Background: an optimization exercise with open tools, aiming at small area. Do not read the settings as production practice.
Only simulation tests tie the RTL to the original design; equivalence was not proved.
No activity file was given, so power comes from the tool's default toggle rates.

**flow/run.sh**
```bash
#!/bin/bash
# The standard layout, with two changes: the port buffers are the smallest
# buffer cell, and clock tree synthesis uses small clock buffers and adds no
# dummy loads.
set -euo pipefail
cd "$(dirname "$0")/.."
bash standard.sh \
  "BUFFER_PORTS_ARGS=-buffer_cell sky130_fd_sc_hd__buf_1" \
  "CTS_ARGS=-sink_clustering_enable -repair_clock_nets -dont_use_dummy_load -buf_list {sky130_fd_sc_hd__clkbuf_8} -sink_clustering_size 20 -sink_clustering_max_diameter 50" \
  finish > flow.log 2>&1
```
**standard.sh**
```bash
#!/bin/bash
# synth_recipe.tcl (not shown) runs the flow's synth.tcl, then flattens the netlist and writes it again
# the make line also repeats each setting of config.mk as NAME=value (left out here)
make -C /OpenROAD-flow-scripts/flow DESIGN_CONFIG=/design/flow/config.mk WORK_HOME=/design/flow/orfs CLKGATE_MAP_FILE= SYNTH_SCRIPT=/design/flow/synth_recipe.tcl "${@:-finish}"
```
**config.mk**
```make
export PLATFORM = sky130hd
export DESIGN_NAME = fifo_priority
export DESIGN_NICKNAME = fifo_priority
export VERILOG_FILES = /design/flow/design.v
export SDC_FILE = /design/flow/constraint.sdc
export NUM_CORES = 4
export LEC_CHECK = 0
export CAP_MARGIN = 20
export CORE_MARGIN = 2
export CORE_UTILIZATION = 40
export SLEW_MARGIN = 20
export SYNTH_HIERARCHICAL = 1
export SYNTH_MINIMUM_KEEP_SIZE = 0
```
**constraint.sdc**
```tcl
create_clock -name core_clock -period 5.0 [get_ports {clk}]
set_input_delay 1.0000 -clock core_clock [delete_from_list [all_inputs] [get_ports {clk}]]
set_output_delay 1.0000 -clock core_clock [all_outputs]
set_load 0.01 [all_outputs]
```
**design.v**
```verilog
module fifo_sel3
#(
  parameter int W = 32
)(
  input  logic         ld,
  input  logic         sh,
  input  logic         hd,
  input  logic [W-1:0] a,
  input  logic [W-1:0] b,
  input  logic [W-1:0] c,
  output logic [W-1:0] y
);
assign y = ({W{ld}} & a) | ({W{sh}} & b) | ({W{hd}} & c);
endmodule
module fifo_sel2
#(
  parameter int W = 32
)(
  input  logic         sa,
  input  logic         sb,
  input  logic [W-1:0] a,
  input  logic [W-1:0] b,
  output logic [W-1:0] y
);
assign y = ({W{sa}} & a) | ({W{sb}} & b);
endmodule
module fifo_priority
#(
  parameter int DW    = 33,
  parameter int DEPTH = 5
)
(
  input  logic                clk,
  input  logic                rst,
  input  logic[DW-1:0]      data_in,
  input  logic              vld_i,
  output logic              rdy_o,
  output logic[DW-1:0]   data_out,
  output logic              vld_o,
  input  logic              rdy_i
);
localparam int W   = DW - 1;          
localparam int NS  = 2 * DEPTH - 1;   
localparam int MID = DEPTH - 1;       
logic [DEPTH-1:0] h_occ, l_occ;
logic [W-1:0]     slot [NS];
logic h_ne, l_ne;
logic push, push_h, push_n, pop_h, pop_n;
assign h_ne = h_occ[0];
assign l_ne = l_occ[0];
assign rdy_o = !(h_occ[DEPTH-1] | l_occ[DEPTH-1]);
assign vld_o = h_ne | l_ne;
assign push   = vld_i & rdy_o;
assign push_h = push & data_in[DW-1];
assign push_n = push & !data_in[DW-1];
assign pop_h  = rdy_i & h_ne;
assign pop_n  = rdy_i & !h_ne & l_ne;
always_ff @(posedge clk) begin
  if (rst) begin
    h_occ <= '0;
    l_occ <= '0;
  end else begin
    if (push_h & !pop_h) h_occ <= {h_occ[DEPTH-2:0], 1'b1};
    else if (!push_h & pop_h) h_occ <= {1'b0, h_occ[DEPTH-1:1]};
    if (push_n & !pop_n) l_occ <= {l_occ[DEPTH-2:0], 1'b1};
    else if (!push_n & pop_n) l_occ <= {1'b0, l_occ[DEPTH-1:1]};
  end
end
function automatic logic is_cnt(input logic [DEPTH-1:0] occ, input int k);
  logic gt_km1, gt_k;
  gt_km1 = (k == 0) ? 1'b1 : occ[k-1];
  gt_k   = (k >= DEPTH) ? 1'b0 : occ[k];
  is_cnt = gt_km1 & !gt_k;
endfunction
logic [NS-1:0] ld, sh, hd;
always_comb begin
  for (int i = 0; i < MID; i++) begin
    ld[i] = push_h & (pop_h ? is_cnt(h_occ, i + 1) : is_cnt(h_occ, i));
    sh[i] = !ld[i] & rdy_i;
    ld[NS-1-i] = push_n & (pop_n ? is_cnt(l_occ, i + 1) : is_cnt(l_occ, i));
    sh[NS-1-i] = !ld[NS-1-i] & rdy_i & !h_ne;
  end
  ld[MID] = (push_h & !pop_h & is_cnt(h_occ, MID)) |
            (push_n & !pop_n & is_cnt(l_occ, MID));
  sh[MID] = 1'b0;
  hd = ~(ld | sh);
end
logic [W-1:0] slot_nxt [NS];
for (genvar i = 0; i < NS; i++) begin : g_slot
  if (i == MID) begin : g_mid
    fifo_sel2 #(.W(W)) u_sel (
      .sa(ld[i]), .sb(hd[i]),
      .a(data_in[W-1:0]), .b(slot[i]), .y(slot_nxt[i])
    );
  end else begin : g_end
    fifo_sel3 #(.W(W)) u_sel (
      .ld(ld[i]), .sh(sh[i]), .hd(hd[i]),
      .a(data_in[W-1:0]), .b(slot[i < MID ? i + 1 : i - 1]), .c(slot[i]),
      .y(slot_nxt[i])
    );
  end
end
always_ff @(posedge clk) begin
  for (int i = 0; i < NS; i++) slot[i] <= slot_nxt[i];
end
logic [W-1:0] front;
fifo_sel2 #(.W(W)) u_out (
  .sa(h_ne), .sb(!h_ne), .a(slot[0]), .b(slot[NS-1]), .y(front)
);
assign data_out = {h_ne, front};
endmodule
```
==> flow_metrics.env, run 1 <==
export IMPL_hp_class="reg -> reg"
export IMPL_critPathTopFamily="buffers and inverters"
export IMPL_rsz0062_at_grt="no"
export IMPL_status="complete, no violations"
export IMPL_yosysWarnings=10
export IMPL_diodes=0
export IMPL_cts_root_buf="clkbuf_8"
export IMPL_synth_mux_area_fraction_pct=1.49
export IMPL_async_flop_share_pct=0
export IMPL_max_stage_delay_ns=0.38
export IMPL_yosys_area_top_type_share_pct=52.5
export IMPL_finalSetupViolCount=0
export IMPL_clock_latency_ns=0.58
export IMPL_antenna_found_initial=0
export IMPL_fin_crit_ns=2.97
export IMPL_synth_commonest_cells="dfxtp_1, inv_1, a222oi_1"
export IMPL_dp_cells=1440
export IMPL_num_nets_final=1133
export IMPL_ir_drop_v=0.000229
export IMPL_yosys_area_share_simple_pct=2.07
export IMPL_grt_overflow_total=0
export IMPL_cts_tree="done"
export IMPL_path_class="reg -> out"
export IMPL_post_synth_top_count_cell="dfxtp_1"
export IMPL_ant_nets=0
export IMPL_end_kind="output pin"
export IMPL_finalWorstSetupSlack_ns=2.03
export IMPL_place_ws_ns=1.48
export IMPL_synthesis_nets=1100
export IMPL_start_util_pct=40.8
export IMPL_cp_max_fo=29
export IMPL_synth_ff_type="dfxtp_1"
export IMPL_worstMarginPinSlew_ns=1.12
export IMPL_gp_congestion=0.760
export IMPL_num_vias=8861
export IMPL_grt_pass1_wl_um=50400
export IMPL_synth_compound_area_share_pct=29.0
export IMPL_power_mw=4.35
export IMPL_htreeDepth=1
export IMPL_cts_max_path_buffers=3
export IMPL_final_cells=1470
export IMPL_netlist_instances=1061
export IMPL_grt_pass1_vias=8768
export IMPL_io_pins=72
export IMPL_finalHoldViolCount=0
export IMPL_drive_gt1_share_pct=8.33
export IMPL_required_ns=4.00
export IMPL_syn_area_mm2=0.0114
export IMPL_max_freq_mhz=337
export IMPL_drv_cap=0
export IMPL_syn_to_final_growth_pct=7.00
export IMPL_die_h_um=173
export IMPL_dp_final_hpwl_um=17600
export IMPL_p_per_area_mw_per_mm2=357
export IMPL_synth_area_per_cell_um2=10.7
export IMPL_post_route_period_util_pct=59.3
export IMPL_first_pass_iters=8
export IMPL_totalWireLength_um=32400
export IMPL_synth_xor_area_share_pct=0
export IMPL_ys_ff_latch=298
export IMPL_yosys_area_top_type="dfxtp_1"
export IMPL_drc=0
export IMPL_viasPerCell=6.03
export IMPL_numCtsBuffers=28
export IMPL_path_buf_inv=3
export IMPL_grt_usage_pct=20.7
export IMPL_seq_area_frac_synth_pct=52.5
export IMPL_synth_fa_ha_area_share_pct=0.220
export IMPL_fin_skew_ns=0.0564
export IMPL_finalSetupTns_ns=0
export IMPL_portBuffers=71
export IMPL_die_area_mm2=0.0298
export IMPL_slowest_stage="buf_4"
export IMPL_rows=61
export IMPL_slew_violations=0
export IMPL_cts_resized=0
export IMPL_startpoint_type="flop"
export IMPL_synthDistinctLibCells=35
export IMPL_power_leakage_nw=6.26
export IMPL_cp_arrival_ns=1.97
export IMPL_cts_clk_slew_worst_paths_ns=0.10
export IMPL_utilization_pct=43.7
export IMPL_synth_top_family_by_area="compound AO/OA/AOI/OAI gates"
export IMPL_fill_cells=2675
export IMPL_core_mm2=0.0279
export IMPL_grt_max_degree=43
export IMPL_post_cts_setup_buffers=0
export IMPL_synthTopCellsByArea="dfxtp_1, a222oi_1, inv_1"
export IMPL_drt_iter0_markers=1693
export IMPL_synth_edff_count=0
export IMPL_die_w_um=173
export IMPL_cts_sinks=298
export IMPL_post_drt_wl_per_cell_um=22.0
export IMPL_slew_headroom_pct=25.5
export IMPL_worstPathCellList="clkinv_1, buf_4, a22o_1, buf_1"
export IMPL_cts_hold_buf=0
[final cells by class]
cell class / instances / area [um2] / share of cell area [%]
repair buffers: 95 / 487 / 4.00
multi-input cells: 410 / 3870 / 31.8
inverters: 261 / 985 / 8.09
clock buffers: 28 / 385 / 3.17
well taps: 378 / 473 / 3.89
flip-flops and latches: 298 / 5970 / 49.0
[cell families (layout without fill, tap and decap cells)]
kind of cell,after synthesis,count (layout)
buf+inv,353,384
compound gates,347,347
flops,298,298
simple gates,45,45
mux,16,16
fa+ha+maj,2,2
[power breakdown]
group	switching [mW]	leakage [nW]	total, mW	internal, mW
Sequential	0.0745	2.42	2.57	2.49
Combinational	0.363	3.64	0.535	0.172
Clock	0.751	0.201	1.25	0.497
Total	1.19	6.26	4.35	3.16
[through the flow]
stage               hold slack, ns  area (um2)
finish                       0.458       12200
global placement             0.444       11700
global route                 0.485       12200
CTS                          0.457       12100
floorplan                    0.433       11400
detailed placement           0.449       11700
[flip-flops by register name, indices dropped and copies added, names as in the netlist]
register / flops
slot: 288
h_occ: 5
l_occ: 5
[routing by layer]
metal  track usage [%]  wire (um)  vias to the layer above
li1                  -          -                     4144
met2              35.5      15600                      342
met4              6.34        596                        0
met1              27.3      14200                     4329
met3              2.55       2070                       46
met5                 0          0                        -
[path summary, 6_finish.rpt]
path              cells past startpoint  slack (ns)            to        start
hold / removal                        2        0.46   slot[1][19]  slot[2][19]
setup reg to reg                      5        2.52    slot[7][9]     h_occ[0]
hold reg to reg                       2        0.46   slot[1][19]  slot[2][19]
setup / recovery                      4        2.03  data_out[16]     h_occ[0]
[cells in the final DEF (no fill, tap or decap), drive strengths merged]
cell type / count
dfxtp: 298
inv: 259
a222oi: 256
buf: 95
a22o: 64
clkbuf: 28
nor2: 15
a21oi: 14
mux2i: 9
nand2: 9
nor2b: 8
mux2: 7
o21a: 4
a211oi: 4
nand3: 3
nand3b: 3
nor3: 3
a31oi: 2
ha: 2
clkinv: 2
or4b: 1
nand2b: 1
and2b: 1
a22oi: 1
o31a: 1
a21boi: 1
or2: 1
[tightest hold or removal path, cell delays in order, from the launching register on]
cell	delay, ns
dfxtp_1	0.33
a222oi_1	0.08
inv_1	0.05
==> inputs of run 2 (changes only) <==
--- a/design.v
+++ b/design.v
@@ -10,7 +10,7 @@
   input  logic [W-1:0] c,
   output logic [W-1:0] y
 );
-assign y = ({W{ld}} & a) | ({W{sh}} & b) | ({W{hd}} & c);
+assign y = ~(({W{ld}} & a) | ({W{sh}} & b) | ({W{hd}} & c));
 endmodule
 module fifo_sel2
 #(
@@ -22,7 +22,20 @@
   input  logic [W-1:0] b,
   output logic [W-1:0] y
 );
-assign y = ({W{sa}} & a) | ({W{sb}} & b);
+assign y = ~(({W{sa}} & a) | ({W{sb}} & b));
+endmodule
+module fifo_front
+#(
+  parameter int W = 32
+)(
+  input  logic         sa,
+  input  logic         sb,
+  input  logic         inv,
+  input  logic [W-1:0] a,
+  input  logic [W-1:0] b,
+  output logic [W-1:0] y
+);
+assign y = (({W{sa}} & a) | ({W{sb}} & b)) ^ {W{inv}};
 endmodule
 module fifo_priority
 #(
@@ -43,6 +56,8 @@
 localparam int NS  = 2 * DEPTH - 1;   
 localparam int MID = DEPTH - 1;       
 logic [DEPTH-1:0] h_occ, l_occ;
+logic             pol;
+logic [W-1:0]     din_p;
 logic [W-1:0]     slot [NS];
 logic h_ne, l_ne;
 logic push, push_h, push_n, pop_h, pop_n;
@@ -55,6 +70,11 @@
 assign push_n = push & !data_in[DW-1];
 assign pop_h  = rdy_i & h_ne;
 assign pop_n  = rdy_i & !h_ne & l_ne;
+always_ff @(posedge clk) begin
+  if (rst) pol <= 1'b0;
+  else     pol <= !pol;
+end
+assign din_p = data_in[W-1:0] ^ {W{pol}};
 always_ff @(posedge clk) begin
   if (rst) begin
     h_occ <= '0;
@@ -90,12 +110,12 @@
   if (i == MID) begin : g_mid
     fifo_sel2 #(.W(W)) u_sel (
       .sa(ld[i]), .sb(hd[i]),
-      .a(data_in[W-1:0]), .b(slot[i]), .y(slot_nxt[i])
+      .a(din_p), .b(slot[i]), .y(slot_nxt[i])
     );
   end else begin : g_end
     fifo_sel3 #(.W(W)) u_sel (
       .ld(ld[i]), .sh(sh[i]), .hd(hd[i]),
-      .a(data_in[W-1:0]), .b(slot[i < MID ? i + 1 : i - 1]), .c(slot[i]),
+      .a(din_p), .b(slot[i < MID ? i + 1 : i - 1]), .c(slot[i]),
       .y(slot_nxt[i])
     );
   end
@@ -104,8 +124,8 @@
   for (int i = 0; i < NS; i++) slot[i] <= slot_nxt[i];
 end
 logic [W-1:0] front;
-fifo_sel2 #(.W(W)) u_out (
-  .sa(h_ne), .sb(!h_ne), .a(slot[0]), .b(slot[NS-1]), .y(front)
+fifo_front #(.W(W)) u_out (
+  .sa(h_ne), .sb(!h_ne), .inv(pol), .a(slot[0]), .b(slot[NS-1]), .y(front)
 );
 assign data_out = {h_ne, front};
 endmodule
--- a/config.mk
+++ b/config.mk
@@ -7,7 +7,7 @@
 export LEC_CHECK = 0
 export CAP_MARGIN = 20
 export CORE_MARGIN = 2
-export CORE_UTILIZATION = 40
+export CORE_UTILIZATION = 65
 export SLEW_MARGIN = 20
 export SYNTH_HIERARCHICAL = 1
 export SYNTH_MINIMUM_KEEP_SIZE = 0
==> flow_metrics.env, run 2 <==
export IMPL_viasPerCell=8.06
export IMPL_synthDistinctLibCells=36
export IMPL_cts_max_path_buffers=3
export IMPL_cts_hold_buf=0
export IMPL_clock_latency_ns=0.58
export IMPL_worstPathCellList="buf_4, clkinv_1, buf_4, a22oi_1, xnor2_1, buf_1"
export IMPL_fin_crit_ns=4.27
export IMPL_cts_sinks=299
export IMPL_hp_class="reg -> reg"
export IMPL_slew_headroom_pct=26.7
export IMPL_antenna_found_initial=0
export IMPL_synth_edff_count=0
export IMPL_path_buf_inv=4
export IMPL_max_freq_mhz=234
export IMPL_drc=0
export IMPL_drive_gt1_share_pct=9.87
export IMPL_grt_overflow_total=0
export IMPL_totalWireLength_um=32500
export IMPL_num_vias=9043
export IMPL_regArea_mm2=0.00599
export IMPL_final_cells=1122
export IMPL_yosys_area_top_type="dfxtp_1"
export IMPL_grt_pass1_wl_um=49300
export IMPL_drt_iter0_markers=2288
export IMPL_place_ws_ns=1.19
export IMPL_die_h_um=135
export IMPL_drv_cap=0
export IMPL_required_ns=4.00
export IMPL_p_per_area_mw_per_mm2=448
export IMPL_cts_tree="done"
export IMPL_regMostFlops="slot"
export IMPL_rsz0062_at_grt="no"
export IMPL_cp_arrival_ns=3.27
export IMPL_gp_congestion=0.826
export IMPL_finalSetupViolCount=0
export IMPL_num_nets_final=943
export IMPL_ys_ff_latch=299
export IMPL_syn_area_mm2=0.0111
export IMPL_status="complete, no violations"
export IMPL_first_pass_iters=13
export IMPL_cts_root_buf="clkbuf_8"
export IMPL_fin_skew_ns=0.0551
export IMPL_die_w_um=135
export IMPL_rows=47
export IMPL_diodes=0
export IMPL_largest_register_ffs=288
export IMPL_final_common_cell="dfxtp_1"
export IMPL_startpoint_type="flop"
export IMPL_synth_commonest_cells="dfxtp_1, a222oi_1, a22oi_1"
export IMPL_worstMarginPinSlew_ns=1.10
export IMPL_slowest_stage="clkinv_1"
export IMPL_path_class="reg -> out"
export IMPL_netlist_instances=879
export IMPL_die_area_mm2=0.0181
export IMPL_post_cts_setup_buffers=0
export IMPL_multiInputGateArea_mm2=0.00433
export IMPL_synthTopCellsByArea="dfxtp_1, a222oi_1, buf_6"
export IMPL_finalHoldViolCount=0
export IMPL_critPathTopFamily="buffers and inverters"
export IMPL_slew_violations=0
export IMPL_post_synth_top_count_cell="dfxtp_1"
export IMPL_layout_common_cells="dfxtp_1, a222oi_1, buf_1, a22oi_1"
export IMPL_end_kind="output pin"
export IMPL_portBuffers=71
export IMPL_synthesis_nets=918
export IMPL_synth_ff_type="dfxtp_1"
export IMPL_finalSetupTns_ns=0
export IMPL_cts_resized=0
export IMPL_dp_cells=1094
export IMPL_syn_to_final_growth_pct=3.67
export IMPL_finalWorstSetupSlack_ns=0.733
export IMPL_crit_top_cell="buf_4"
export IMPL_start_util_pct=66.5
export IMPL_reg_top3="slot (288), h_occ (5), l_occ (5)"
export IMPL_post_route_period_util_pct=85.3
export IMPL_post_drt_wl_per_cell_um=28.9
export IMPL_dp_final_hpwl_um=18000
export IMPL_grt_pass1_vias=8867
export IMPL_ir_drop_v=0.000265
export IMPL_io_pins=72
export IMPL_async_flop_share_pct=0
export IMPL_cts_clk_slew_worst_paths_ns=0.11
export IMPL_fill_cells=1251
export IMPL_yosys_area_top_type_share_pct=54.1
export IMPL_htreeDepth=1
export IMPL_worst_hold_slack_ns=0.426
export IMPL_yosysWarnings=10
export IMPL_power_leakage_nw=4.29
export IMPL_power_mw=5.14
export IMPL_synth_area_per_cell_um2=12.6
export IMPL_numCtsBuffers=25
export IMPL_core_mm2=0.0166
export IMPL_grt_usage_pct=34.1
export IMPL_cp_max_fo=43
export IMPL_max_stage_delay_ns=0.75
export IMPL_grt_max_degree=49
export IMPL_seq_area_frac_synth_pct=54.1
export IMPL_ant_nets=0
[run 2: routing by layer]
metal | vias to the layer above | track usage (%) | wire length [um]
li1 | 3824 | - | -
met1 | 4456 | 46.4 | 12800
met2 | 697 | 55.2 | 15100
met3 | 66 | 6.19 | 3780
met4 | 0 | 11.8 | 815
met5 | - | 0 | 0
[run 2: area by class of cell]
cell class / count / share of cell area [%]
multi-input combinational: 475 / 37.7
timing repair buffer: 98 / 4.50
inverter: 5 / 0.207
clock buffer: 25 / 3.00
tap: 220 / 2.40
sequential: 299 / 52.2
[run 2: path summary, 6_finish.rpt]
kind / end / depth (start not counted) / startpoint / slack [ns]
max: data_out[8] / 6 / h_occ[0] / 0.73
min reg2reg: slot[0][26] / 1 / slot[1][26] / 0.43
max reg2reg: slot[0][17] / 6 / h_occ[0] / 1.36
min: slot[0][26] / 1 / slot[1][26] / 0.43
[run 2: stage by stage]
| step | instance area (um2) | utilization, % |
|---|---|---|
| detailed placement | 11100 | 66.4 |
| global route | 11500 | 69.0 |
| floorplan | 11100 | - |
| CTS | 11400 | 68.5 |
| finish | 11500 | 69.0 |
| global placement | 11100 | 66.4 |
[run 2: where the power goes]
part | internal [mW] | switching [mW] | leakage (nW)
logic | 0.379 | 0.580 | 1.53
clock network | 0.446 | 0.718 | 0.180
registers | 2.77 | 0.247 | 2.58
[run 2: cells by family after synthesis]
kind of cell | synth area share, %
flip-flops | 54.1
AND/OR/NAND/NOR | 2.18
AO/OA/AOI/OAI | 29.0
XOR/XNOR | 5.06
adder cells (fa/ha/maj) | 0.226
multiplexers | 1.53
buffers and inverters | 7.90
==> inputs of run 3 (changes only) <==
--- a/config.mk
+++ b/config.mk
@@ -7,7 +7,7 @@
 export LEC_CHECK = 0
 export CAP_MARGIN = 20
 export CORE_MARGIN = 2
-export CORE_UTILIZATION = 65
+export CORE_UTILIZATION = 40
 export SLEW_MARGIN = 20
 export SYNTH_HIERARCHICAL = 1
 export SYNTH_MINIMUM_KEEP_SIZE = 0
==> flow_metrics.env, run 3 <==
export IMPL_grt_max_degree=49
export IMPL_finalHoldViolCount=0
export IMPL_synthTopCellsByArea="dfxtp_1, a222oi_1, buf_6"
export IMPL_power_leakage_nw=4.29
export IMPL_cp_max_fo=19
export IMPL_final_area_mm2=0.0117
export IMPL_multiInputGateArea_mm2=0.00438
export IMPL_yosys_area_share_simple_pct=2.18
export IMPL_cts_tree="done"
export IMPL_worstPathCellList="clkinv_1, buf_4, a22oi_1, xnor2_1, buf_1"
export IMPL_ys_ff_latch=299
export IMPL_synthDistinctLibCells=36
export IMPL_finalWorstSetupSlack_ns=1.68
export IMPL_rsz0062_at_grt="no"
export IMPL_timing_rr_end="slot[1][7]"
export IMPL_grt_usage_pct=21.2
export IMPL_cts_root_buf="clkbuf_8"
export IMPL_finalSetupViolCount=0
export IMPL_yosys_area_top_type="dfxtp_1"
export IMPL_num_vias=8665
export IMPL_cts_hold_buf=0
export IMPL_cts_sinks=299
export IMPL_switching_share_pct=29.8
export IMPL_clockPowerShare_pct=23.2
export IMPL_async_flop_share_pct=0
export IMPL_synthesis_nets=918
export IMPL_drc=0
export IMPL_fill_cells=2588
export IMPL_die_w_um=170
export IMPL_synth_top_family_by_area="compound AO/OA/AOI/OAI gates"
export IMPL_start_util_pct=40.8
export IMPL_rows=60
export IMPL_viasPerCell=6.81
export IMPL_post_route_period_util_pct=66.4
export IMPL_slowest_stage="dfxtp_2"
export IMPL_hp_class="reg -> reg"
export IMPL_place_area_mm2=0.0113
export IMPL_core_mm2=0.0271
export IMPL_netlist_instances=879
export IMPL_combPwrFrac_pct=18.2
export IMPL_drv_cap=0
export IMPL_synth_area_per_cell_um2=12.6
export IMPL_drive_gt1_share_pct=9.67
export IMPL_reg2reg_depth=7
export IMPL_grt_pass1_vias=8283
export IMPL_antenna_found_initial=0
export IMPL_synth_commonest_cells="dfxtp_1, a222oi_1, a22oi_1"
export IMPL_syn_area_mm2=0.0111
export IMPL_slew_violations=0
export IMPL_grt_pass1_wl_um=49000
export IMPL_regMostFlops="slot"
export IMPL_worstHoldEndpoint="slot[0][5]"
export IMPL_num_nets_final=941
export IMPL_cts_max_path_buffers=3
export IMPL_intPower_mw=3.61
export IMPL_reg_top3="slot (288), h_occ (5), l_occ (5)"
export IMPL_holdPathStages=1
export IMPL_critPathTopFamily="flip-flops"
export IMPL_final_common_cell="dfxtp_1"
export IMPL_post_cts_setup_buffers=0
export IMPL_die_area_mm2=0.0290
export IMPL_path_class="reg -> out"
export IMPL_syn_to_final_growth_pct=5.40
export IMPL_fin_skew_ns=0.0629
export IMPL_place_ws_ns=1.50
export IMPL_yosys_area_top_type_share_pct=54.1
export IMPL_end_kind="output pin"
export IMPL_seq_area_frac_synth_pct=54.1
export IMPL_die_h_um=170
export IMPL_synth_mux_area_fraction_pct=1.53
export IMPL_power_mw=5.13
export IMPL_fin_crit_ns=3.32
export IMPL_gp_congestion=0.733
export IMPL_synth_ff_type="dfxtp_1"
export IMPL_totalWireLength_um=31800
export IMPL_io_pins=72
export IMPL_final_cells=1272
export IMPL_p_per_area_mw_per_mm2=440
export IMPL_largest_register_ffs=288
export IMPL_worstMarginPinSlew_ns=1.18
export IMPL_cts_clk_slew_worst_paths_ns=0.11
export IMPL_numCtsBuffers=26
export IMPL_min_from="slot[1][5]"
export IMPL_ant_nets=0
export IMPL_max_stage_delay_ns=0.64
export IMPL_ir_drop_v=0.000173
export IMPL_max_freq_mhz=301
export IMPL_synth_edff_count=0
export IMPL_slew_headroom_pct=21.0
export IMPL_path_buf_inv=3
export IMPL_synth_compound_area_share_pct=29.0
export IMPL_r2r_slack_ns=2.37
export IMPL_drt_iter0_markers=1928
export IMPL_grt_overflow_total=0
export IMPL_portBuffers=71
export IMPL_seqPwrFrac_pct=58.6
export IMPL_htreeDepth=1
export IMPL_cp_arrival_ns=2.32
export IMPL_required_ns=4.00
export IMPL_startpoint_type="flop"
export IMPL_yosysWarnings=10
export IMPL_regArea_mm2=0.00599
export IMPL_post_drt_wl_per_cell_um=25.0
export IMPL_synth_fa_ha_area_share_pct=0.226
export IMPL_diodes=0
export IMPL_finalSetupTns_ns=0
export IMPL_cp_depth=5
export IMPL_synth_xor_area_share_pct=5.06
export IMPL_clock_latency_ns=0.57
export IMPL_r2r_start="h_occ[4]"
export IMPL_dp_final_hpwl_um=17900
export IMPL_status="complete, no violations"
export IMPL_cts_resized=0
export IMPL_p_sw_mw=1.53
export IMPL_post_synth_top_count_cell="dfxtp_1"
export IMPL_first_pass_iters=8
export IMPL_dp_cells=1245
export IMPL_layout_common_cells="dfxtp_1, a222oi_1, buf_1, a22oi_1"
==> run 3: changes by cell type in the layout (fill, tap and decap cells not counted), sizes merged <==
cell	change
clkbuf	+1
buf	-3
inv	+1
clkinv	-1
==> run 3: worst max path at each step <==
| stage | start | to | slack, ns |
|---|---|---|---|
| floorplan | data_in[32] | slot[4][0] | 2.44 |
| global placement | rdy_i | slot[7][19] | 1.57 |
| detailed placement | rdy_i | slot[7][28] | 1.50 |
| CTS | h_occ[0] | data_out[30] | 1.64 |
| global route | h_occ[0] | data_out[30] | 1.55 |
| finish | h_occ[0] | data_out[30] | 1.68 |
==> run 3: worst reg2reg max path: cells and delay by family, from the launching register on <==
family	cells	cell delay, ns
compound gates	1	0.15
buf+inv	2	0.75
flops	1	0.36
simple gates	4	1.23
==> run 3: power by group through the flow <==
| stage | registers [mW] | logic, mW | clock network (mW) |
|---|---|---|---|
| 4_1_cts | 3.00 | 0.931 | 1.23 |
| 3_3_place_gp | 3.05 | 0.911 | 0 |
| 6_report | 3.01 | 0.934 | 1.19 |
| 2_1_floorplan | 2.96 | 0.710 | 0 |
| 5_1_grt | 3.05 | 1.02 | 1.32 |
| 3_5_place_dp | 3.05 | 0.931 | 0 |
==> run 3: metrics by stage <==
step           util (%)  hold slack, ns
6_report           43.1           0.428
5_1_grt            43.1           0.450
4_1_cts            43.0           0.422
3_5_place_dp       41.7           0.430
3_3_place_gp       41.7           0.426
2_1_floorplan         -           0.416
==> run 3: area by class of cell <==
class                           count  area share (%)
Clock buffer                       26            3.07
Inverter                            5           0.204
Multi-Input combinational cell    475            37.5
Sequential cell                   299            51.3
Tap cell                          372            3.99
Timing Repair Buffer               95            3.89
==> run 3: cells by family after synthesis <==
logic type	after synthesis
AOI/OAI and AO/OA	347
DFF	299
buffers and inverters	105
xor gates and xnor gates	64
and+or+nand+nor	46
muxes	16
adders and majority gates	2
==> run 3: per-layer routing <==
| layer | vias to the layer above | share of wire, % | global-route usage [%] |
|---|---|---|---|
| met2 | 427 | 45 | 33.9 |
| met4 | 0 | 1.6 | 6.02 |
| met3 | 38 | 8.2 | 3.26 |
| li1 | 3831 | - | - |
| met5 | - | 0 | 0 |
| met1 | 4369 | 45 | 29.8 |
==> inputs of run 4 (changes only) <==
==> flow/run.sh (replaced) <==
#!/bin/bash
# The standard layout, with two changes: the port buffers are the smallest
# buffer cell, and clock tree synthesis uses small clock buffers and adds no
# dummy loads.
set -euo pipefail
cd "$(dirname "$0")/.."
bash standard.sh \
  "BUFFER_PORTS_ARGS=-buffer_cell sky130_fd_sc_hd__buf_1" \
  "CTS_ARGS=-sink_clustering_enable -repair_clock_nets -dont_use_dummy_load -buf_list {sky130_fd_sc_hd__clkbuf_8} -sink_clustering_size 20 -sink_clustering_max_diameter 90" \
  finish > flow.log 2>&1
==> flow_metrics.env, run 4 <==
export IMPL_path_class="reg -> out"
export IMPL_hp_class="reg -> reg"
export IMPL_die_w_um=170
export IMPL_finalSetupViolCount=0
export IMPL_syn_to_final_growth_pct=4.54
export IMPL_ys_ff_latch=299
export IMPL_synthDistinctLibCells=36
export IMPL_worstMarginPinSlew_ns=1.15
export IMPL_post_route_period_util_pct=67.6
export IMPL_diodes=0
export IMPL_cts_sinks=299
export IMPL_cp_arrival_ns=2.38
export IMPL_finalSetupTns_ns=0
export IMPL_rows=60
export IMPL_utilization_pct=42.7
export IMPL_slew_headroom_pct=23.0
export IMPL_regArea_mm2=0.00599
export IMPL_slew_violations=0
export IMPL_clock_latency_ns=0.53
export IMPL_post_drt_wl_per_cell_um=25.2
export IMPL_power_mw=4.98
export IMPL_grt_pass1_vias=8239
export IMPL_gp_congestion=0.733
export IMPL_status="complete, no violations"
export IMPL_drc=0
export IMPL_grt_max_degree=49
export IMPL_syn_area_mm2=0.0111
export IMPL_largest_register_ffs=288
export IMPL_synth_area_per_cell_um2=12.6
export IMPL_die_area_mm2=0.0290
export IMPL_startpoint_type="flop"
export IMPL_end_kind="output pin"
export IMPL_cts_hold_buf=0
export IMPL_netlist_instances=879
export IMPL_reg_top3="slot (288), h_occ (5), l_occ (5)"
export IMPL_p_sw_mw=1.51
export IMPL_ant_nets=0
export IMPL_antenna_found_initial=0
export IMPL_required_ns=4.00
export IMPL_yosys_area_top_type="dfxtp_1"
export IMPL_num_vias=8634
export IMPL_async_flop_share_pct=0
export IMPL_die_h_um=170
export IMPL_synth_edff_count=0
export IMPL_start_util_pct=40.8
export IMPL_synth_commonest_cells="dfxtp_1, a222oi_1, a22oi_1"
export IMPL_cts_tree="done"
export IMPL_cts_clk_slew_worst_paths_ns=0.12
export IMPL_grt_pass1_wl_um=49000
export IMPL_synth_ff_type="dfxtp_1"
export IMPL_worst_hold_slack_ns=0.446
export IMPL_multiInputGateArea_mm2=0.00438
export IMPL_finalHoldViolCount=0
export IMPL_totalWireLength_um=31900
export IMPL_numCtsBuffers=18
export IMPL_fin_crit_ns=3.38
export IMPL_grt_util_met2_pct=34.0
export IMPL_final_common_cell="dfxtp_1"
export IMPL_drt_iter0_markers=1883
export IMPL_final_area_mm2=0.0116
export IMPL_seq_area_frac_synth_pct=54.1
export IMPL_grt_usage_pct=21.2
export IMPL_synthTopCellsByArea="dfxtp_1, a222oi_1, buf_6"
export IMPL_post_cts_setup_buffers=0
export IMPL_dp_cells=1245
export IMPL_switching_share_pct=30.3
export IMPL_place_ws_ns=1.50
export IMPL_max_freq_mhz=296
export IMPL_cts_root_buf="clkbuf_8"
export IMPL_io_pins=72
export IMPL_yosys_area_top_type_share_pct=54.1
export IMPL_post_synth_top_count_cell="dfxtp_1"
export IMPL_grt_overflow_total=0
export IMPL_cts_max_path_buffers=3
export IMPL_cp_max_fo=19
export IMPL_grt_met1_usage_pct=29.9
export IMPL_num_nets_final=934
export IMPL_p_per_area_mw_per_mm2=430
export IMPL_first_pass_iters=14
export IMPL_yosysWarnings=10
export IMPL_top_usage_layer="met2"
export IMPL_clockPowerShare_pct=20.8
export IMPL_viasPerCell=6.83
export IMPL_seqPwrFrac_pct=60.4
export IMPL_power_leakage_nw=4.24
export IMPL_portBuffers=71
export IMPL_drv_cap=0
export IMPL_fill_cells=2589
export IMPL_drive_gt1_share_pct=8.96
export IMPL_regMostFlops="slot"
export IMPL_combPwrFrac_pct=18.8
export IMPL_finalWorstSetupSlack_ns=1.62
export IMPL_synthesis_nets=918
export IMPL_intPower_mw=3.47
export IMPL_place_area_mm2=0.0113
export IMPL_dp_final_hpwl_um=17900
export IMPL_rsz0062_at_grt="no"
export IMPL_grtUsageMet3_pct=3.51
export IMPL_fin_skew_ns=0.00826
export IMPL_ir_drop_v=0.000137
export IMPL_htreeDepth=1
export IMPL_cts_resized=0
export IMPL_core_mm2=0.0271
export IMPL_layout_common_cells="dfxtp_1, a222oi_1, buf_1, a22oi_1"
export IMPL_final_cells=1265
-- run 4: changes by cell type in the layout (fill, tap and decap cells not counted) --
| cell | before | now |
|---|---|---|
| clkbuf_8 | 26 | 18 |
| buf_8 | 1 | 2 |
-- run 4: area by class of cell --
cell class                 count  share of cell area (%)
timing repair buffer          96                    4.05
clock buffer                  18                    2.14
inverter                       5                   0.205
sequential                   299                    51.8
multi-input combinational    475                    37.8
tap                          372                    4.02
-- run 4: cell families after synthesis --
family / after synthesis / synth area share (%)
mux: 16 / 1.53
fa+ha+maj: 2 / 0.226
xor+xnor: 64 / 5.06
simple gates: 46 / 2.18
buf+inv: 105 / 7.90
flops: 299 / 54.1
compound gates: 347 / 29.0
-- run 4: path summary, 6_finish.rpt --
check                            startpoint      endpoint  slack (ns)  cells after the start
worst max-delay path               h_occ[0]  data_out[30]        1.62                      5
worst min-delay path            slot[0][22]   slot[0][22]        0.45                      1
worst max register to register     h_occ[4]   slot[1][10]        2.33                      7
worst min register to register  slot[0][22]   slot[0][22]        0.45                      1
-- run 4: power by group through the flow --
stage               clock [mW]  sequential [mW]  combinational, mW
global placement             0             3.05              0.911
global route              1.14             3.05               1.02
detailed placement           0             3.05              0.931
CTS                       1.06             3.00              0.931
floorplan                    0             2.96              0.710
finish                    1.03             3.01              0.937
-- run 4: metal layers --
metal  up-vias  part of all wire, %
li1       3818                    -
met1      4361                   45
met2       421                   46
met3        34                  8.4
met4         0                  1.3
met5         -                    0
-- run 4: critical path, stage by stage, from the launching register on --
cell	delay [ns]
dfxtp_2	0.68
clkinv_1	0.17
buf_4	0.26
a22oi_1	0.36
xnor2_1	0.16
buf_1	0.20

## static timing again, ports no longer ideal
How much do the figures lean on ideal ports? The routed layouts below were timed once more, with nothing changed but the port constraints.
Step 1: set_driving_cell puts a clkbuf_16 on clk and a buf_2 on each other input, an assumption about the parent block.
Step 2 adds t to the input delays and takes it off the output delays; t is the mean of the earliest and latest rising clock arrival at the registers after step 1. Input paths then give back, and output paths get back, about the clock's delay inside the block.
Slacks: no drivers / after step 1 / after step 2; pairs: no drivers / after step 1.
run	t, ns	setup slack, ns	clock arrival spread, ns	pins driven straight from the clock port
run 1	0.599	2.033 / 1.990 / 1.457	0.057 / 0.056	1
run 2	0.591	0.733 / 0.693 / 0.993	0.056 / 0.055	1
run 3	0.584	1.679 / 1.633 / 1.507	0.063 / 0.063	1
run 4	0.575	1.618 / 1.573 / 1.484	0.009 / 0.009	1
After both steps every run listed still meets setup and hold. The setup slack of run 1, which loses most, moves by -0.043 ns with the drivers and by -0.576 ns with both steps.
